Context: an optimization exercise on an open-source flow, tuned for small area. The choices shown serve that exercise and are no tape-out recipe.
Only simulation tests tie the RTL to the original design; equivalence was not proved.
No activity file was given, so power comes from the tool's default toggle rates.

File: flow/config.mk
export PLATFORM = sky130hd
export DESIGN_NAME = DMA
export DESIGN_NICKNAME = DMA
export VERILOG_FILES = /design/flow/design.v
export SDC_FILE = /design/flow/constraint.sdc
export NUM_CORES = 4
export LEC_CHECK = 0
export CAP_MARGIN = 20
export CORE_MARGIN = 2
export CORE_UTILIZATION = 40
export SLEW_MARGIN = 20
File: flow/constraint.sdc
create_clock -name core_clock -period 4.0 [get_ports {clk_in_COM}]
set_input_delay 0.8000 -clock core_clock [delete_from_list [all_inputs] [get_ports {clk_in_COM}]]
set_output_delay 0.8000 -clock core_clock [all_outputs]
set_load 0.01 [all_outputs]
File: flow/design.v
module DMA(
	clk_in_COM,
	write_in_COM,
	addr_in_COM,
	reset_in_COM,
	error_in_COM,
	data_in_RAM,
	data_in_FIFO,
	full_FIFO,
	block_size_REG,
	continue_block_gap_REG,
	stop_block_gap_REG,
	enable_transfer_mode_REG,
	transfer_complete_DAT,
	addr_out_RAM,
	data_out_RAM,
	data_out_FIFO,
	busy,
	newDAT_DAT
);
	input clk_in_COM;
	input write_in_COM;
	input [95:0] addr_in_COM;
	input reset_in_COM;
	input error_in_COM;
	input [7:0] data_in_RAM;
	input [7:0] data_in_FIFO;
	input full_FIFO;
	input [11:0] block_size_REG;
	input continue_block_gap_REG;
	input stop_block_gap_REG;
	input enable_transfer_mode_REG;
	input transfer_complete_DAT;
	output reg [63:0] addr_out_RAM;
	output reg [7:0] data_out_RAM;
	output reg [7:0] data_out_FIFO;
	output reg busy;
	output reg newDAT_DAT;
	reg        valid_r, end_r, act2_r;
	reg [63:0] addr_r;
	localparam [1:0] ST_STOP = 2'd0, ST_FDS = 2'd1, ST_CADR = 2'd2, ST_TFR = 2'd3;
	reg [1:0]  state;
	reg [11:0] cnt;    
	wire kill = reset_in_COM | error_in_COM;
	wire c2r  = ~write_in_COM & enable_transfer_mode_REG;
	wire run  = ~kill & ~c2r;
	wire lt   = cnt < block_size_REG;
	wire ld   = run & (state == ST_TFR) & lt;
	wire clr  = kill | c2r | (state == ST_STOP);
	always @(posedge clk_in_COM) begin
		valid_r    <= addr_in_COM[0];
		end_r      <= addr_in_COM[1];
		act2_r     <= addr_in_COM[5];
		addr_r     <= addr_in_COM[95:32];
		newDAT_DAT <= |data_in_RAM;
		if (clr)
			addr_out_RAM <= 64'd0;
		else if (ld)
			addr_out_RAM <= addr_r + {52'd0, cnt};
		if (clr)
			data_out_FIFO <= 8'd0;
		else if (ld)
			data_out_FIFO <= data_in_RAM;
		if (kill)
			data_out_RAM <= 8'd0;
		else if (c2r)
			data_out_RAM <= data_in_FIFO;
		else if (state == ST_STOP)
			data_out_RAM <= 8'd0;
		if (kill) begin
			busy  <= 1'b0;
			state <= ST_STOP;
		end else if (!c2r) begin
			case (state)
				ST_STOP: begin
					busy <= 1'b0;
					if ((write_in_COM | continue_block_gap_REG) & ~full_FIFO)
						state <= ST_FDS;
				end
				ST_FDS: begin
					busy <= valid_r;
					if (valid_r)
						state <= ST_CADR;
				end
				ST_CADR: begin
					if (act2_r)
						state <= ST_TFR;
					else if (end_r)
						state <= ST_STOP;
					else
						state <= ST_FDS;
				end
				default: begin
					if (!lt)
						state <= (end_r | stop_block_gap_REG) ? ST_STOP : ST_FDS;
				end
			endcase
		end
		if (run & (state == ST_CADR) & act2_r)
			cnt <= 12'd0;
		else if (ld)
			cnt <= cnt + 12'd1;
	end
endmodule
File: flow/run.sh
#!/bin/bash
# synth_recipe.tcl (not shown) runs the flow's synth.tcl, then flattens the netlist and writes it again
# the make line also repeats each setting of config.mk as NAME=value (left out here)
make -C /OpenROAD-flow-scripts/flow DESIGN_CONFIG=/design/flow/config.mk WORK_HOME=/design/flow/orfs CLKGATE_MAP_FILE= SYNTH_SCRIPT=/design/flow/synth_recipe.tcl finish
==> out/results.ini, run 1 <==
[logic_synthesis]
synth_cell_type_count=62
synth-main-ff-cell=dfxtp_1
ys_seq_area_frac=0.468
yosysWarnings=1
mappedNetlistArea_um2=6970
synth_top_area_cell=dfxtp_1
avgSynthCellArea_um2=9.31
async_flop_share=0
synth_top_area_share=0.468
syn_nets=911
synthCells=748
synth_seq_cells=163
synth.area.top_cells=dfxtp_1, xnor2_1, ha_1, a21oi_1, nand2_1
synth-edff-count=0

[route]
antenna_left=0
drt_iter0_markers=307
drc=0
drt-total-wl_um=18500
drt_pre_antenna_iters=4
vias=5901
viasPerCell=5.09
wl_per_cell_um=15.9

[floorplan]
rows=48
core_um2=17200
io_pins=215
die-area_um2=18500
floorplan.initialDensity=0.406
fp.dieW_um=136
die-height_um=136

[flow_run]
max-cap-violations=0

[setup_path]
critical_path.startpoint=block_size_REG[2]
crit_path_start_kind=input port
r2r_cells=9
path_max_fanout=44
criticalPathCategory=in -> reg
arrival_ps=3430
crit_path_end=addr_out_RAM[48]$_SDFFE_PP0P_
crit_path_end_kind=register
cp_data_required_time_ps=4350
r2r_slack_ps=1040
r2r_start=cnt[0]$_SDFFE_PP0P_
r2r_end=addr_out_RAM[40]$_SDFFE_PP0P_

[final_layout]
drive_above_1_share=0.0749
syn2layout_area_growth_pct=37.8
n_fill_cell=1522
multiInputGateArea_um2=3460
seqCellArea_um2=3260
post-route-util=0.559
finalNonFillerCells=1160
num-nets-final=1086
final_area_um2=9600
num_antenna_cells=0

[global_route]
gr-total-overflow=0
grt_pass1_wl_um=29400
grtUsageTotal=0.203
antenna_found_initial=0
grt_pass1_vias=5895
grt_start_max_net_pins=46

[place]
place.detailed.hpwl_um=13900
dpl_cell_area_um2=8990
port_buffers=184
dpl.cell_count=1129
place_congestion=0.911

[sta]
hold_viol=0
setup_tns_ps=0
maxSlewHeadroom=0.396
slew_violations=0
finalSetupViolations=0
worstMarginPinSlew_ps=899
post-route-min-period_ps=3080
fin_skew_ps=11.0
clock.fmax_mhz=324
grt_setup_unrepaired=no
period_share=0.771

[worst_hold_path]
hold_path_class=reg -> reg
min_from=addr_out_RAM[1]$_SDFFE_PP0P_

[status]
outcome=finished clean

[cts]
insertion_delay_ps=430
max-clock-path-buffers=2
cts.sinks=163
cts_resized=0
postCtsSetupRepairBufs=0
htreeDepth=4
cts_tree=done
path_clk_slew_ps=60
cts_hold_buf=0
cts_root_buf=clkbuf_16
numCtsBuffers=17

[pwr]
ir_worst_vdd_v=0.000293
static-leakage-power_nw=3.54
total_power_mw=3.58
powerDensity_nw_per_um2=373

[metal layers]
layer	routed length (um)	vias to the layer above	GRT usage	part of all wire
met1	8310	2733	0.248	0.45
met3	970	26	0.0488	0.052
met5	0	-	0	0
met2	8880	162	0.348	0.48
li1	-	2980	-	-
met4	344	0	0.0735	0.019
[cells in the mapped netlist (2+ instances only)]
master     instances
nand3_1           31
xnor2_1           51
buf_2              6
nor3b_1            3
inv_1             26
buf_6              2
nor3_1            19
a22o_1             8
nor4_2             4
nand4_2            3
o21ai_0           46
nor3_2             5
o211ai_1           2
and4_1             5
o2bb2ai_1          7
a211o_1            2
nor4_1             6
nor2_1            45
o21bai_1           3
a21oi_1           72
nand4_1           13
and3_1            11
dfxtp_1          163
or2_1              2
nand2_1           78
nor2_2             4
or2_2              3
or4_4              2
a211oi_1          12
a211oi_2           2
a21o_1             5
ha_1              29
xor2_1            20
or3_1              3
and2_1             4
nor4_4             2
clkbuf_1          24
[critical path, cell delays in order]
cell and delay, ps:
clkdlybuf4s50_1 460, inv_1 40, ha_1 290, a211oi_1 190, o21ai_0 120, a21oi_1 170, o21ai_0 100, buf_4 200
nor2_4 130, buf_4 390, nand2_1 310, o2bb2ai_1 220
[worst min-delay path by stage]
| stage | slack, ps | end | depth (start not counted) |
|---|---|---|---|
| finish | 450 | addr_out_RAM[1]$_SDFFE_PP0P_ | 2 |
| global route | 480 | data_out_FIFO[4]$_SDFFE_PP0P_ | 2 |
| CTS | 460 | addr_out_RAM[1]$_SDFFE_PP0P_ | 2 |
| detailed placement | 450 | addr_out_RAM[1]$_SDFFE_PP0P_ | 2 |
| global placement | 440 | addr_out_RAM[48]$_SDFFE_PP0P_ | 1 |
| floorplan | 480 | addr_out_RAM[10]$_SDFFE_PP0P_ | 2 |
[report_power, final]
part           switching [mW]  internal, mW  total, mW
sequential             0.0375          1.66       1.70
combinational          0.0712         0.131      0.202
clock                   0.663          1.02       1.68
total                   0.771          2.81       3.58
[sequential cells by signal (all words and copies together), names as in the netlist]
register,flops
busy,1
addr_r,64
data_out_RAM,8
cnt,12
newDAT_DAT,1
state,2
act2_r,1
end_r,1
data_out_FIFO,8
valid_r,1
addr_out_RAM,64
[cell type report]
type / instances / area share
multi-input cells: 526 / 0.361
repair buffers: 189 / 0.196
clock inverters: 11 / 0.0159
clock buffers: 20 / 0.0476
inverters: 26 / 0.0102
well taps: 225 / 0.0293
flip-flops and latches: 163 / 0.340
[placed cells by master (no fill, tap or decap), types with 7 or more instances in the layout]
cell | netlist | final
nand3_1 | 31 | 31
o2bb2ai_1 | 7 | 7
a211oi_1 | 12 | 12
and3_1 | 11 | 11
o21ai_0 | 46 | 46
nand4_1 | 13 | 13
a22o_1 | 8 | 8
dfxtp_1 | 163 | 163
ha_1 | 29 | 29
nor3_1 | 19 | 19
a21oi_1 | 72 | 72
clkdlybuf4s50_1 | 0 | 184
nor2_1 | 45 | 43
nand2_1 | 78 | 78
xor2_1 | 20 | 20
xnor2_1 | 51 | 51
inv_1 | 26 | 26
clkbuf_16 | 0 | 17
[per-stage QoR]
stage                     hold slack [ps]  setup WS, ps
after CTS                             455           862
after floorplan                       476          1370
after global placement                443           482
after global routing                  477           674
after detailed placement              447           422
final                                 454           916
[kinds of logic after synthesis]
kind of cell | after synthesis | synth area share
AO/OA/AOI/OAI | 173 | 0.154
XOR/XNOR | 71 | 0.0893
adder cells (fa/ha/maj) | 30 | 0.0550
buffers and inverters | 59 | 0.0356
flip-flops | 163 | 0.468
multiplexers | 1 | 0.00144
AND/OR/NAND/NOR | 251 | 0.196
==> run 2, diff against run 1 <==
--- a/flow/design.v
+++ b/flow/design.v
@@ -46,6 +46,13 @@
 	wire run  = ~kill & ~c2r;
 	wire lt   = cnt < block_size_REG;
-	wire ld   = run & (state == ST_TFR) & lt;
-	wire clr  = kill | c2r | (state == ST_STOP);
+	wire ld   = run & (state == ST_TFR) & lt;           
+	wire hold = run & (state != ST_STOP) & ~ld;          
+	wire zc   = run & (state == ST_CADR) & act2_r;       
+	wire ldr  = ~kill & c2r;                             
+	wire hldr = run & (state != ST_STOP);                
+	wire [12:0] lo = {1'b0, addr_r[11:0]} + {1'b0, cnt};
+	wire [51:0] hi = addr_r[63:12] + {51'd0, lo[12]};
+	wire [63:0] sum = {hi, lo[11:0]};
+	wire [11:0] inc = cnt + 12'd1;
 	always @(posedge clk_in_COM) begin
 		valid_r    <= addr_in_COM[0];
@@ -54,18 +61,8 @@
 		addr_r     <= addr_in_COM[95:32];
 		newDAT_DAT <= |data_in_RAM;
-		if (clr)
-			addr_out_RAM <= 64'd0;
-		else if (ld)
-			addr_out_RAM <= addr_r + {52'd0, cnt};
-		if (clr)
-			data_out_FIFO <= 8'd0;
-		else if (ld)
-			data_out_FIFO <= data_in_RAM;
-		if (kill)
-			data_out_RAM <= 8'd0;
-		else if (c2r)
-			data_out_RAM <= data_in_FIFO;
-		else if (state == ST_STOP)
-			data_out_RAM <= 8'd0;
+		addr_out_RAM  <= ({64{ld}} & sum) | ({64{hold}} & addr_out_RAM);
+		data_out_FIFO <= ({8{ld}} & data_in_RAM) | ({8{hold}} & data_out_FIFO);
+		data_out_RAM  <= ({8{ldr}} & data_in_FIFO) | ({8{hldr}} & data_out_RAM);
+		cnt           <= ({12{ld}} & inc) | ({12{~zc & ~ld}} & cnt);
 		if (kill) begin
 			busy  <= 1'b0;
@@ -97,8 +94,4 @@
 			endcase
 		end
-		if (run & (state == ST_CADR) & act2_r)
-			cnt <= 12'd0;
-		else if (ld)
-			cnt <= cnt + 12'd1;
 	end
 endmodule
==> flow/flow/run.sh (new file) <==
#!/bin/bash
set -euo pipefail
export BUFFER_PORTS_ARGS="-buffer_cell sky130_fd_sc_hd__buf_1"
bash standard.sh > standard_flow.log 2>&1
==> flow/standard.sh (new file) <==
#!/bin/bash
# synth_recipe.tcl (not shown) runs the flow's synth.tcl, then flattens the netlist and writes it again
# the make line also repeats each setting of config.mk as NAME=value (left out here)
make -C /OpenROAD-flow-scripts/flow DESIGN_CONFIG=/design/flow/config.mk WORK_HOME=/design/flow/orfs CLKGATE_MAP_FILE= SYNTH_SCRIPT=/design/flow/synth_recipe.tcl "${@:-finish}"
--- a/flow/config.mk
+++ b/flow/config.mk
@@ -9,3 +9,4 @@
 export CORE_MARGIN = 2
 export CORE_UTILIZATION = 40
+export CTS_BUF_LIST = sky130_fd_sc_hd__clkbuf_8
 export SLEW_MARGIN = 20
removed: flow/run.sh
==> out/results.ini, run 2 <==
[status]
outcome=finished clean  ; unchanged

[logic_synthesis]
mappedNetlistArea_um2=6460  ; was 6970 um^2
synthCells=609  ; was 748
synth_cell_type_count=55  ; was 62
synth-edff-count=0  ; unchanged
synth_top_area_cell=dfxtp_1  ; unchanged
synth_seq_cells=163  ; unchanged
synth_top_area_share=0.505  ; was 0.468
synth.area.top_cells=dfxtp_1, a22o_1, ha_1, xor2_1, xnor2_1  ; was dfxtp_1, xnor2_1, ha_1, a21oi_1, nand2_1
async_flop_share=0  ; unchanged
avgSynthCellArea_um2=10.6  ; was 9.31 um^2
ys_seq_area_frac=0.505  ; was 0.468
synth-main-ff-cell=dfxtp_1  ; unchanged
yosysWarnings=1  ; unchanged
ys_top_cells_by_count=dfxtp_1, a22o_1, xor2_1, nand2_1, xnor2_1  ; was dfxtp_1, nand2_1, a21oi_1, xnor2_1, o21ai_0
yosysMostFrequentCell=dfxtp_1  ; unchanged
syn_nets=769  ; was 911

[global_route]
grtUsageMet2=0.284  ; was 0.348
grt_pass1_wl_um=23700  ; was 29400 um
grt_start_max_net_pins=39  ; was 46
grt-busiest-layer=met2  ; unchanged
antenna_found_initial=1  ; was 0
gr-total-overflow=0  ; unchanged
grt_pass1_vias=4929  ; was 5895
grtUsageMet3=0.0641  ; was 0.0488
grtUsageTotal=0.176  ; was 0.203
grt_use_met1=0.217  ; was 0.248

[cts]
path_clk_slew_ps=90  ; was 60 ps
cts_hold_buf=0  ; unchanged
max-clock-path-buffers=2  ; unchanged
htreeDepth=4  ; unchanged
cts_root_buf=clkbuf_8  ; was clkbuf_16
cts_tree=done  ; unchanged
insertion_delay_ps=450  ; was 430 ps
cts.sinks=163  ; unchanged
numCtsBuffers=17  ; unchanged

[route]
antenna_left=0  ; unchanged
viasPerCell=5.02  ; was 5.09
drt-total-wl_um=15300  ; was 18500 um
drt_pre_antenna_iters=4  ; unchanged
wl_per_cell_um=14.9  ; was 15.9 um
drt_iter0_markers=178  ; was 307
vias=5178  ; was 5901
drc=0  ; unchanged

[floorplan]
rows=46  ; was 48
fp.dieW_um=131  ; was 136 um
core_um2=15800  ; was 17200 um^2
floorplan.initialDensity=0.408  ; was 0.406
die-height_um=131  ; was 136 um
io_pins=215  ; unchanged
die-area_um2=17200  ; was 18500 um^2

[setup_path]
crit_path_start_kind=register  ; was input port
criticalPathCategory=reg -> reg  ; was in -> reg
path_max_fanout=8  ; was 44
crit_path_end_kind=register  ; unchanged
cp_data_required_time_ps=4340  ; was 4350 ps
arrival_ps=4080  ; was 3430 ps

[pwr]
ir_worst_vdd_v=0.000244  ; was 0.000293 V
static-leakage-power_nw=3.13  ; was 3.54 nW
powerDensity_nw_per_um2=389  ; was 373 nW/um^2

[place]
place.detailed.hpwl_um=11300  ; was 13900 um
post-place-ws_ps=-102  ; was 422 ps
port_buffers=184  ; unchanged
place_congestion=0.809  ; was 0.911

[sta]
hold_viol=0  ; unchanged
post-route-min-period_ps=3740  ; was 3080 ps
clock.fmax_mhz=267  ; was 324 MHz
finalSetupViolations=0  ; unchanged
worst_slack_ps=259  ; was 916 ps
setup_tns_ps=0  ; unchanged
slew_violations=0  ; unchanged
worstMarginPinSlew_ps=877  ; was 899 ps
period_share=0.935  ; was 0.771
fin_skew_ps=11.0  ; about the same
maxSlewHeadroom=0.415  ; was 0.396

[flow_run]
max-cap-violations=0  ; unchanged

[final_layout]
final_cell_mix=buf_1, dfxtp_1, a22o_1  ; was clkdlybuf4s50_1, dfxtp_1, nand2_1
num-nets-final=963  ; was 1086
reg_top3=addr_out_RAM (64), addr_r (64), cnt (12)  ; unchanged
final_common_cell=buf_1  ; was clkdlybuf4s50_1
syn2layout_area_growth_pct=22.9  ; was 37.8%
drive_above_1_share=0.0847  ; was 0.0749
num_antenna_cells=0  ; unchanged

[worst_hold_path]
hold_path_class=in -> reg  ; was reg -> reg

run 2: changes by cell type after synthesis, moves of 21 or more:
cell     delta
a21oi_1    -58
nand2_1    -48
a22o_1     +63
xnor2_1    -21
o21ai_0    -32
nor2_1     -26
run 2: final cells by class:
| type | count | area (um^2) |
|---|---|---|
| inverter | 28 | 105 |
| tap | 216 | 270 |
| sequential | 163 | 3260 |
| timing repair buffer | 196 | 806 |
| fill | 1488 | 7890 |
| clock inverter | 12 | 155 |
| clock buffer | 19 | 262 |
| multi-input combinational | 397 | 3080 |
run 2: report_power, final:
part | leakage, nW | total, mW | switching, mW | internal [mW]
Sequential | 1.34 | 1.70 | 0.0357 | 1.66
Combinational | 1.59 | 0.139 | 0.0715 | 0.0676
Clock | 0.202 | 1.25 | 0.602 | 0.649
Total | 3.13 | 3.09 | 0.709 | 2.38
run 2: through the flow:
stage / instance area [um^2] / power (mW) / hold WS [ps] / instances / util
finish: 7940 / 3.09 / 432 / 1031 / 0.502
global route: 7940 / 3.22 / 400 / 1031 / 0.502
CTS: 7890 / 3.13 / 405 / 1030 / 0.498
detailed placement: 7430 / 1.87 / 447 / 997 / 0.470
global placement: 7430 / 1.87 / 445 / 997 / 0.470
floorplan: 6460 / 1.81 / 483 / 609 / -
run 2: metal layers:
layer | share of wire | vias up
met5 | 0.00085 | -
met4 | 0.015 | 2
met3 | 0.071 | 19
met2 | 0.48 | 144
met1 | 0.44 | 2405
li1 | - | 2608
run 2: logic make-up (layout without fill, tap and decap cells):
family / Yosys count / after routing / share of synthesized area
DFF: 163 / 163 / 0.505
muxes: 1 / 1 / 0.00155
AOI/OAI and AO/OA: 145 / 145 / 0.176
buffers and inverters: 49 / 255 / 0.0304
and+or+nand+nor: 163 / 163 / 0.151
xor gates and xnor gates: 61 / 61 / 0.0827
adders and majority gates: 27 / 27 / 0.0535
run 2: worst paths after layout:
check	endpoint	slack, ps	from	cells past startpoint
max	addr_out_RAM[58]$_DFF_P_	260	cnt[0]$_DFF_P_	17
min	addr_r[61]$_DFF_P_	430	addr_in_COM[93]	1
max reg2reg	addr_out_RAM[58]$_DFF_P_	260	cnt[0]$_DFF_P_	17
min reg2reg	addr_out_RAM[47]$_DFF_P_	470	addr_out_RAM[47]$_DFF_P_	1
run 2: what timing repair did:
item	4_1_cts	5_1_grt
pin swaps	1	2
endpoints found under the setup margin	8	27
setup buffers	2	1
resized for setup	4	10
run 2: critical path: stages, from the launching register on:
cell and delay, ps:
dfxtp_1 340, ha_1 180, inv_1 60, fa_1 370, nand2b_1 220, a21oi_2 180, o21ai_1 130, o21ai_1 210
a21o_1 150, a21o_1 160, ha_1 220, nand4_4 140, nor4_4 260, buf_4 230, nand4_4 170, nor4_2 310
xor2_1 110, a22o_1 180
==> run 3, diff against run 2 <==
--- a/flow/config.mk
+++ b/flow/config.mk
@@ -8,5 +8,5 @@
 export CAP_MARGIN = 20
 export CORE_MARGIN = 2
-export CORE_UTILIZATION = 40
-export CTS_BUF_LIST = sky130_fd_sc_hd__clkbuf_8
+export CORE_UTILIZATION = 65
+export CTS_BUF_LIST = sky130_fd_sc_hd__clkbuf_4 sky130_fd_sc_hd__clkbuf_8
 export SLEW_MARGIN = 20
==> out/results.ini, run 3 <==
[status]
outcome=finished clean  ; unchanged

[setup_path]
slowest_delay_ps=380  ; was 370 ps
r2r_slack_ps=240  ; was 260 ps
crit_path_start_kind=register  ; unchanged
cp_data_required_time_ps=4360  ; was 4340 ps
criticalPathCategory=reg -> reg  ; unchanged
crit_path_end_kind=register  ; unchanged
arrival_ps=4120  ; was 4080 ps
path_max_fanout=7  ; was 8
slowest_stage=fa_1  ; unchanged
crit_path_cell_trace=ha_1, inv_1, fa_1, nand2b_4, a21oi_2, o21ai_1, o21ai_2, a21o_1, a21o_1, ha_2, nand4_1, buf_4, nor4_4, buf_4, nand4_4, nor4_4, xor2_1, a22o_1  ; was ha_1, inv_1, fa_1, nand2b_1, a21oi_2, o21ai_1, o21ai_1, a21o_1, a21o_1, ha_1, nand4_4, nor4_4, buf_4, nand4_4, nor4_2, xor2_1, a22o_1

[final_layout]
drive_above_1_share=0.0857  ; was 0.0847
final_common_cell=buf_1  ; unchanged
final_cell_mix=buf_1, dfxtp_1, a22o_1  ; unchanged
num_antenna_cells=0  ; unchanged
num-nets-final=964  ; was 963
post-route-util=0.803  ; was 0.502
reg_top3=addr_out_RAM (64), addr_r (64), cnt (12)  ; unchanged
syn2layout_area_growth_pct=21.0  ; was 22.9%
n_fill_cell=644  ; was 1488

[route]
viasPerCell=5.59  ; was 5.02
drt_iter0_markers=222  ; was 178
vias=5313  ; was 5178
wl_per_cell_um=15.5  ; was 14.9 um
drt-total-wl_um=14800  ; was 15300 um
antenna_left=0  ; unchanged
drt_pre_antenna_iters=4  ; unchanged
drc=0  ; unchanged

[pwr]
sw_frac_of_total=0.231  ; was 0.230
comb_power_share=0.046  ; was 0.045
p_int_mw=2.34  ; was 2.38 mW
clockPowerShare=0.397  ; was 0.405
static-leakage-power_nw=3.16  ; was 3.13 nW
p_switching_mw=0.705  ; was 0.709 mW
pwr-share-seq=0.557  ; was 0.550
total_power_mw=3.05  ; was 3.09 mW
powerDensity_nw_per_um2=390  ; was 389 nW/um^2
ir_worst_vdd_v=0.000355  ; was 0.000244 V

[cts]
cts_hold_buf=0  ; unchanged
insertion_delay_ps=470  ; was 450 ps
htreeDepth=4  ; unchanged
cts_root_buf=clkbuf_8  ; unchanged
max-clock-path-buffers=2  ; unchanged
cts_tree=done  ; unchanged
numCtsBuffers=17  ; unchanged
cts.sinks=163  ; unchanged
path_clk_slew_ps=90  ; about the same

[logic_synthesis]
mappedNetlistArea_um2=6460  ; unchanged
synth-main-ff-cell=dfxtp_1  ; unchanged
synth_seq_cells=163  ; unchanged
ys_top_cells_by_count=dfxtp_1, a22o_1, xor2_1, nand2_1, xnor2_1  ; unchanged
synth_top_area_share=0.505  ; unchanged
synth_top_area_cell=dfxtp_1  ; unchanged
synth-edff-count=0  ; unchanged
synth.area.top_cells=dfxtp_1, a22o_1, ha_1, xor2_1, xnor2_1  ; unchanged
avgSynthCellArea_um2=10.6  ; unchanged
yosysWarnings=1  ; unchanged
synth_cell_type_count=55  ; unchanged
async_flop_share=0  ; unchanged
yosysMostFrequentCell=dfxtp_1  ; unchanged
synthCells=609  ; unchanged
ys_seq_area_frac=0.505  ; unchanged
syn_nets=769  ; unchanged

[global_route]
gr-total-overflow=0  ; unchanged
grtUsageTotal=0.276  ; was 0.176
antenna_found_initial=0  ; was 1
grt_pass1_wl_um=23800  ; was 23700 um
grt_pass1_vias=5215  ; was 4929
grt_start_max_net_pins=41  ; was 39

[sta]
maxSlewHeadroom=0.481  ; was 0.415
setup_tns_ps=0  ; unchanged
finalSetupViolations=0  ; unchanged
fin_skew_ps=11.0  ; about the same
worstMarginPinSlew_ps=779  ; was 877 ps
hold_viol=0  ; unchanged
clock.fmax_mhz=266  ; was 267 MHz
post-route-min-period_ps=3760  ; was 3740 ps
period_share=0.941  ; was 0.935
slew_violations=0  ; unchanged

[place]
place.detailed.hpwl_um=10400  ; was 11300 um
port_buffers=184  ; unchanged
place_congestion=0.839  ; was 0.809

[floorplan]
fp.dieW_um=104  ; was 131 um
floorplan.initialDensity=0.664  ; was 0.408
io_pins=215  ; unchanged
rows=36  ; was 46
core_um2=9730  ; was 15800 um^2
die-height_um=104  ; was 131 um
die-area_um2=10700  ; was 17200 um^2

[worst_hold_path]
hold_path_class=in -> reg  ; unchanged

[flow_run]
max-cap-violations=0  ; unchanged

==> run 3: cell counts after synthesis <==
No cell type changed its count.
==> run 3: final timing paths <==
kind	start	to	cells after the start
max	cnt[0]$_DFF_P_	addr_out_RAM[59]$_DFF_P_	18
min	addr_in_COM[45]	addr_r[13]$_DFF_P_	1
max reg2reg	cnt[0]$_DFF_P_	addr_out_RAM[59]$_DFF_P_	18
min reg2reg	addr_out_RAM[22]$_DFF_P_	addr_out_RAM[22]$_DFF_P_	1
==> run 3: worst max-delay path, delay by kind of cell (launching register included) <==
| family | cells | cell delay [ps] |
|---|---|---|
| simple gates | 5 | 1040 |
| xor+xnor | 1 | 100 |
| flops | 1 | 340 |
| compound gates | 6 | 980 |
| buf+inv | 3 | 430 |
| fa+ha+maj | 3 | 760 |
==> run 3: timing repair <==
item	CTS	global route
setup buffers	2	1
hold endpoints to repair	0	0
endpoints found under the setup margin	8	16
gates resized for setup	3	10
pin swaps	1	3
==> run 3: kinds of logic (layout without fill, tap and decap cells) <==
group                    after synthesis  after routing  share of synthesized area
multiplexers                           1              1                    0.00155
adder cells (fa/ha/maj)               27             27                     0.0535
flip-flops                           163            163                      0.505
buffers and inverters                 49            257                     0.0304
XOR/XNOR                              61             61                     0.0827
AND/OR/NAND/NOR                      163            163                      0.151
AO/OA/AOI/OAI                        145            145                      0.176
==> run 3: routing by layer <==
| metal | vias to the layer above | share of wire | GRT usage |
|---|---|---|---|
| li1 | 2610 | - | - |
| met1 | 2509 | 0.41 | 0.314 |
| met2 | 160 | 0.50 | 0.468 |
| met3 | 34 | 0.061 | 0.0963 |
| met4 | 0 | 0.026 | 0.125 |
| met5 | - | 0 | 0 |
==> run 3: final cells by class <==
cell class                      count  area [um^2]  share of cell area
Timing Repair Buffer              197          808               0.103
Inverter                           28          105              0.0134
Multi-Input combinational cell    397         3070               0.392
Sequential cell                   163         3260               0.417
Clock inverter                     11          125              0.0160
Clock buffer                       21          283              0.0362
Tap cell                          133          166              0.0213
==> run 3: power by group through the flow <==
stage	Clock [mW]	Sequential (mW)	Combinational [mW]
after floorplan	0	1.73	0.0821
after global placement	0	1.73	0.129
after detailed placement	0	1.73	0.136
after CTS	1.23	1.70	0.139
after global routing	1.30	1.70	0.157
final	1.21	1.70	0.141
==> run 3: metrics by stage <==
stage	setup slack (ps)	area (um^2)	instances	hold slack (ps)
6_report	237	7820	950	414
4_1_cts	43.2	7740	948	393
3_5_place_dp	-88.3	7300	914	449
3_3_place_gp	89.5	7300	914	443
2_1_floorplan	395	6460	609	483
5_1_grt	-16.2	7820	950	392
==> run 4, diff against run 3 <==
==> flow/flow/run.sh (replaced) <==
#!/bin/bash
# The standard layout, with two changes:
#  - after the standard synthesis, the combinational logic between the registers is mapped
#    again by ABC with an area-oriented script (registers, their names and cells are kept);
#  - the port buffers are made from the smallest buffer cell.
set -euo pipefail
WORK=$(pwd)
export BUFFER_PORTS_ARGS="-buffer_cell sky130_fd_sc_hd__buf_1"
RES=$WORK/orfs/results/$FLOW_PLATFORM/DMA/base
LOGS=$WORK/orfs/logs/$FLOW_PLATFORM/DMA/base
LIB=$FLOW_HOME/platforms/$FLOW_PLATFORM/lib/sky130_fd_sc_hd__tt_025C_1v80.lib
YOSYS=$FLOW_HOME/../tools/install/yosys/bin/yosys
[[ -x $YOSYS ]] || YOSYS=yosys

bash standard.sh synth > flow_synth.log 2>&1

# re-map the combinational logic
cp $RES/1_2_yosys.v $WORK/1_2_yosys_standard.v
ABCARGS=$(grep -o -- "-liberty [^ ]*tt_025C_1v80.lib.* -constr" $LOGS/1_2_yosys.log | head -1 | sed 's/ -constr$//')
cat > $WORK/remap.ys <<EOT
read_liberty -ignore_miss_func -overwrite $LIB
read_verilog $WORK/1_2_yosys_standard.v
hierarchy -top $FLOW_TOP
setattr -mod -set keep_hierarchy 1 sky130_fd_sc_hd__df*
flatten
opt_clean -purge
abc -script $WORK/flow/remap.abc $ABCARGS -constr $WORK/orfs/objects/$FLOW_PLATFORM/DMA/base/abc.constr
opt_clean -purge
rename -hide w:*.*
select -module $FLOW_TOP
stat -liberty $LIB
write_verilog -noattr -nohex -nodec -selected $WORK/1_2_yosys_remap.v
EOT
$YOSYS -l remap.log -q remap.ys > /dev/null 2>&1
cp $WORK/1_2_yosys_remap.v $RES/1_2_yosys.v
rm -f $RES/1_synth.odb $RES/1_synth.sdc

bash standard.sh > flow_layout.log 2>&1
==> flow/flow/remap.abc (new file) <==
strash
dc2
dch -f
map -a
topo
strash
dch -f
map -a
topo
--- a/flow/config.mk
+++ b/flow/config.mk
@@ -8,5 +8,5 @@
 export CAP_MARGIN = 20
 export CORE_MARGIN = 2
-export CORE_UTILIZATION = 65
-export CTS_BUF_LIST = sky130_fd_sc_hd__clkbuf_4 sky130_fd_sc_hd__clkbuf_8
+export CORE_UTILIZATION = 40
+export CTS_BUF_LIST = sky130_fd_sc_hd__clkbuf_8
 export SLEW_MARGIN = 20
==> out/results.ini, run 4 <==
[global_route]
grtUsageTotal=0.245  ; was 0.276
gr-total-overflow=0  ; unchanged
grt_pass1_vias=6360  ; was 5215
antenna_found_initial=0  ; unchanged
grt_start_max_net_pins=49  ; was 41
grt_pass1_wl_um=28800  ; was 23800 um

[route]
antenna_left=0  ; unchanged
drt_pre_antenna_iters=5  ; was 4
drc=0  ; unchanged
vias=6183  ; was 5313
viasPerCell=4.82  ; was 5.59
drt_iter0_markers=264  ; was 222
drt-total-wl_um=18100  ; was 14800 um
wl_per_cell_um=14.1  ; was 15.5 um

[place]
place.detailed.hpwl_um=10400  ; about the same
dpl.cell_count=1111  ; was 914
port_buffers=184  ; unchanged
place_congestion=0.823  ; was 0.839

[floorplan]
die-height_um=123  ; was 104 um
io_pins=215  ; unchanged
die-area_um2=15100  ; was 10700 um^2
core_um2=13800  ; was 9730 um^2
floorplan.initialDensity=0.409  ; was 0.664
fp.dieW_um=123  ; was 104 um
rows=43  ; was 36

[final_layout]
multiInputGateArea_um2=2430  ; was 3070 um^2
reg_top3=addr_out_RAM (64), addr_r (64), cnt (12)  ; unchanged
n_fill_cell=1095  ; was 644
drive_above_1_share=0.341  ; was 0.0857
final_common_cell=buf_1  ; unchanged
post-route-util=0.674  ; was 0.803
seqCellArea_um2=3270  ; was 3260 um^2
syn2layout_area_growth_pct=64.9  ; was 21.0%
finalNonFillerCells=1284  ; was 950
final_cell_mix=buf_1, buf_4, dfxtp_1  ; was buf_1, dfxtp_1, a22o_1
num_antenna_cells=0  ; unchanged
num-nets-final=1224  ; was 964

[cts]
cts.sinks=163  ; unchanged
max-clock-path-buffers=2  ; unchanged
htreeDepth=4  ; unchanged
cts_root_buf=clkbuf_8  ; unchanged
cts_tree=done  ; unchanged
numCtsBuffers=17  ; unchanged
cts_hold_buf=0  ; unchanged
path_clk_slew_ps=90  ; about the same
insertion_delay_ps=450  ; was 470 ps

[sta]
clock.fmax_mhz=141  ; was 266 MHz
worst_slack_ps=-3070  ; was 237 ps
post-route-min-period_ps=7070  ; was 3760 ps
hold_slack_ps=433  ; was 414 ps
finalSetupViolations=41  ; was 0
fin_skew_ps=13.4  ; was 11.0 ps
period_share=1.77  ; was 0.941
grt_setup_unrepaired=yes
maxSlewHeadroom=0.518  ; was 0.481
setup_tns_ps=-79060  ; was 0 ps
slew_violations=0  ; unchanged
hold_viol=0  ; unchanged
worstMarginPinSlew_ps=724  ; was 779 ps

[setup_path]
crit_path_end_kind=register  ; unchanged
slowest_stage=dfxtp_2  ; was fa_1
slowest_delay_ps=370  ; was 380 ps
cpMostUsedCell=nand2_4
criticalPathCategory=reg -> reg  ; unchanged
path_max_fanout=3  ; was 7
arrival_ps=7420  ; was 4120 ps
cp_data_required_time_ps=4350  ; was 4360 ps
crit_path_start_kind=register  ; unchanged

[status]
so_faults=negative setup slack
outcome=finished with violations  ; was finished clean

[logic_synthesis]
mappedNetlistArea_um2=5650  ; was 6460 um^2
syn_nets=800  ; was 769
yosysWarnings=1  ; unchanged
avgSynthCellArea_um2=8.47  ; was 10.6 um^2
synthCells=667  ; was 609

[worst_hold_path]
hold_path_class=in -> reg  ; unchanged

[pwr]
static-leakage-power_nw=4.01  ; was 3.16 nW
ir_worst_vdd_v=0.000287  ; was 0.000355 V
powerDensity_nw_per_um2=341  ; was 390 nW/um^2
total_power_mw=3.17  ; was 3.05 mW

[flow_run]
max-cap-violations=0  ; unchanged

run 4: cell type report:
type                       count  share of cell area
sequential                   163               0.351
timing repair buffer         405               0.275
multi-input combinational    410               0.261
inverter                      94              0.0469
clock buffer                  17              0.0251
tap                          180              0.0242
clock inverter                15              0.0167
run 4: final timing paths:
check,start,to,slack (ps),cells after the start
worst max-delay path,cnt[1]$_DFF_P_,addr_out_RAM[63]$_DFF_P_,-3070,88
worst min-delay path,addr_in_COM[90],addr_r[58]$_DFF_P_,430,1
worst max register to register,cnt[1]$_DFF_P_,addr_out_RAM[63]$_DFF_P_,-3070,88
worst min register to register,addr_out_RAM[5]$_DFF_P_,addr_out_RAM[5]$_DFF_P_,460,2
run 4: where the power goes:
group          leakage, nW  switching (mW)  internal (mW)
logic                 2.47           0.130          0.150
registers             1.34          0.0386           1.67
clock network        0.193           0.628          0.559
run 4: per-stage QoR:
stage / setup WS (ps) / area (um^2)
6_report: -3070 / 9320
5_1_grt: -3680 / 9320
4_1_cts: -2690 / 9280
3_5_place_dp: -2840 / 7370
3_3_place_gp: -2680 / 7370
2_1_floorplan: -2650 / 5830
run 4: critical path, delay by kind of cell (launching register included):
kind                   cells  cell delay (ps)
AOI/OAI and AO/OA          7              920
and+or+nand+nor           55             4120
DFF                        1              370
buffers and inverters     26             1570
run 4: repair_timing:
action | in CTS | in global routing
setup endpoints to repair | 38 | 50
endpoints found under the hold margin | 0 | 0
pin swaps | 26 | 29
gates resized for setup | 65 | 79
buffers inserted | 198 | 28
run 4: per-layer routing:
metal	wire (um)	part of all wire	track usage
met4	613	0.034	0.114
met2	9300	0.51	0.436
met5	0	0	0
met1	7120	0.39	0.268
met3	1060	0.058	0.0683
==> run 5, diff against run 4 <==
--- a/flow/flow/run.sh
+++ b/flow/flow/run.sh
@@ -2,5 +2,5 @@
 # The standard layout, with two changes:
 #  - after the standard synthesis, the combinational logic between the registers is mapped
-#    again by ABC with an area-oriented script (registers, their names and cells are kept);
+#    again by ABC with the speed script, on the flattened netlist (half and full adder cells included) (registers, their names and cells are kept);
 #  - the port buffers are made from the smallest buffer cell.
 set -euo pipefail
==> flow/flow/remap.abc (replaced) <==
&get -n
&st
&dch
&nf
&st
&syn2
&if -g -K 6
&synch2
&nf
&st
&syn2
&if -g -K 6
&synch2
&nf
&st
&syn2
&if -g -K 6
&synch2
&nf
&st
&syn2
&if -g -K 6
&synch2
&nf
&st
&syn2
&if -g -K 6
&synch2
&nf
&put
buffer -c
topo
stime -c
upsize -c
dnsize -c
--- a/flow/config.mk
+++ b/flow/config.mk
@@ -8,5 +8,5 @@
 export CAP_MARGIN = 20
 export CORE_MARGIN = 2
-export CORE_UTILIZATION = 40
+export CORE_UTILIZATION = 65
 export CTS_BUF_LIST = sky130_fd_sc_hd__clkbuf_8
 export SLEW_MARGIN = 20
==> out/results.ini, run 5 <==
[global_route]
grtUsageTotal=0.289  ; was 0.245
antenna_found_initial=0  ; unchanged
gr-total-overflow=0  ; unchanged
grt_start_max_net_pins=73  ; was 49
grt_pass1_vias=5956  ; was 6360
grt_pass1_wl_um=26400  ; was 28800 um

[sta]
finalSetupViolations=0  ; was 41
worstMarginPinSlew_ps=880  ; was 724 ps
hold_slack_ps=437  ; was 433 ps
period_share=0.820  ; was 1.77
clock.fmax_mhz=305  ; was 141 MHz
post-route-min-period_ps=3280  ; was 7070 ps
setup_tns_ps=0  ; was -79060 ps
maxSlewHeadroom=0.409  ; was 0.518
slew_violations=0  ; unchanged
grt_setup_unrepaired=no  ; was yes
hold_viol=0  ; unchanged
worst_slack_ps=721  ; was -3070 ps
fin_skew_ps=8.80  ; was 13.4 ps

[final_layout]
final_cell_mix=buf_1, dfxtp_1, nand2_1  ; was buf_1, buf_4, dfxtp_1
post-route-util=0.776  ; was 0.674
num-nets-final=1051  ; was 1224
syn2layout_area_growth_pct=16.7  ; was 64.9%
reg_top3=addr_out_RAM (64), addr_r (64), cnt (12)  ; unchanged
num_antenna_cells=0  ; unchanged
final_common_cell=buf_1  ; unchanged
drive_above_1_share=0.0721  ; was 0.341

[worst_hold_path]
min_from=addr_in_COM[81]  ; was addr_in_COM[90]
hold_path_class=in -> reg  ; unchanged

[cts]
cts_hold_buf=0  ; unchanged
insertion_delay_ps=450  ; about the same
cts_resized=0  ; was 65
cts_root_buf=clkbuf_8  ; unchanged
path_clk_slew_ps=80  ; was 90 ps
max-clock-path-buffers=2  ; unchanged
numCtsBuffers=17  ; unchanged
cts.sinks=163  ; unchanged
htreeDepth=4  ; unchanged
postCtsSetupRepairBufs=0  ; was 198
cts_tree=done  ; unchanged

[place]
place.detailed.hpwl_um=11300  ; was 10400 um
post-place-ws_ps=513  ; was -2840 ps
port_buffers=184  ; unchanged
place_congestion=0.843  ; was 0.823

[pwr]
powerDensity_nw_per_um2=369  ; was 341 nW/um^2
static-leakage-power_nw=2.91  ; was 4.01 nW
ir_worst_vdd_v=0.000279  ; was 0.000287 V

[setup_path]
arrival_ps=3600  ; was 7420 ps
cp_data_required_time_ps=4330  ; was 4350 ps
critical_path.startpoint=addr_r[27]$_DFF_P_  ; was cnt[1]$_DFF_P_
crit_path_end_kind=register  ; unchanged
path_max_fanout=10  ; was 3
crit_path_start_kind=register  ; unchanged
r2r_start=addr_r[27]$_DFF_P_  ; was cnt[1]$_DFF_P_
criticalPathCategory=reg -> reg  ; unchanged

[floorplan]
rows=37  ; was 43
io_pins=215  ; unchanged
fp.dieW_um=107  ; was 123 um
die-area_um2=11300  ; was 15100 um^2
core_um2=10300  ; was 13800 um^2
die-height_um=107  ; was 123 um
floorplan.initialDensity=0.665  ; was 0.409

[logic_synthesis]
mappedNetlistArea_um2=6830  ; was 5650 um^2
avgSynthCellArea_um2=9.11  ; was 8.47 um^2
yosysWarnings=1  ; unchanged
syn_nets=883  ; was 800
synthCells=750  ; was 667

[route]
drt_pre_antenna_iters=5  ; unchanged
vias=6248  ; was 6183
drt_iter0_markers=347  ; was 264
viasPerCell=5.87  ; was 4.82
wl_per_cell_um=15.1  ; was 14.1 um
drt-total-wl_um=16100  ; was 18100 um
drc=0  ; unchanged
antenna_left=0  ; unchanged

[flow_run]
max-cap-violations=0  ; unchanged

[status]
outcome=finished clean  ; was finished with violations

-- run 5: cell count changes in the layout (fill, tap and decap cells not counted), moves of 32 or more --
cell      delta
buf_4      -161
nor2_1      -60
clkinv_1    -57
nand3_1     +52
buf_6       -49
o211ai_1    +34
or4_1       +32
-- run 5: where the power goes --
part	internal, mW	switching, mW
Sequential	1.66	0.0465
Combinational	0.0697	0.0844
Clock	0.509	0.571
-- run 5: cell type report --
type / instances / area, um^2
sequential: 163 / 3260
multi-input combinational: 510 / 3260
fill: 771 / 2310
timing repair buffer: 196 / 818
clock buffer: 19 / 262
tap: 136 / 170
inverter: 30 / 113
clock inverter: 11 / 90.1
-- run 5: worst max-delay path, cell delays in order (launching register included) --
cell and delay (ps):
dfxtp_1 450, nand4_4 160, nor4_2 530, nand3_4 180
nor4_4 300, a31oi_1 230, a2111oi_4 850, mux2i_1 340
nand2_1 100
-- run 5: final timing paths --
| check | slack (ps) | end | cells after the start |
|---|---|---|---|
| hold / removal | 440 | addr_r[49]$_DFF_P_ | 1 |
| hold reg to reg | 450 | addr_out_RAM[39]$_DFF_P_ | 2 |
| setup / recovery | 720 | addr_out_RAM[59]$_DFF_P_ | 8 |
| setup reg to reg | 720 | addr_out_RAM[59]$_DFF_P_ | 8 |
-- run 5: per-stage QoR --
step	cell area, um^2	power, mW	std cells
3_5_place_dp	7620	1.90	1035
6_report	7970	2.94	1065
2_1_floorplan	6830	1.83	750
4_1_cts	7970	2.95	1065
3_3_place_gp	7620	1.89	1035
5_1_grt	7970	3.05	1065
-- run 5: per-layer routing --
| layer | routed length (um) | vias up | track usage |
|---|---|---|---|
| li1 | - | 3102 | - |
| met1 | 6750 | 2929 | 0.337 |
| met2 | 8130 | 189 | 0.507 |
| met3 | 988 | 28 | 0.0822 |
| met4 | 257 | 0 | 0.105 |
| met5 | 0 | - | 0 |

static timing again, ports no longer ideal:
Ports are ideal in the flow. The routed layouts listed here were re-timed in OpenROAD.
Step 1 (the two cells are an assumption about what drives the block):
set clk [get_ports {clk_in_COM}]
set_driving_cell -lib_cell sky130_fd_sc_hd__clkbuf_16 $clk
set_driving_cell -lib_cell sky130_fd_sc_hd__buf_2 [delete_from_list [all_inputs] $clk]
Step 2, shift: input delay + t, output delay - t, t = (earliest + latest rising clock arrival at the registers) / 2. This alone moves slack from input paths to output paths.
a / b / c = no drivers / after step 1 / after step 2; a / b = the first two.
run | shift t [ns] | setup slack, ns | hold slack, ns | worst setup path at the end | worst data-port slew with drivers (ns)
run 1 | 0.465 | 0.916 / 0.933 / 0.468 | 0.454 / 0.454 / 0.454 | input to register | 0.06
run 2 | 0.477 | 0.259 / 0.259 / 0.259 | 0.432 / 0.429 / 0.471 | register to register | 0.06
run 3 | 0.502 | 0.237 / 0.237 / 0.237 | 0.414 / 0.401 / 0.469 | register to register | 0.05
run 4 | 0.474 | -3.072 / -3.072 / -3.072 | 0.433 / 0.422 / 0.463 | register to register | 0.06
run 5 | 0.479 | 0.721 / 0.721 / 0.397 | 0.437 / 0.424 / 0.453 | input to register | 0.06
For run 1, which loses most, drivers alone change the setup slack by +0.017 ns; drivers and shift together by -0.448 ns.
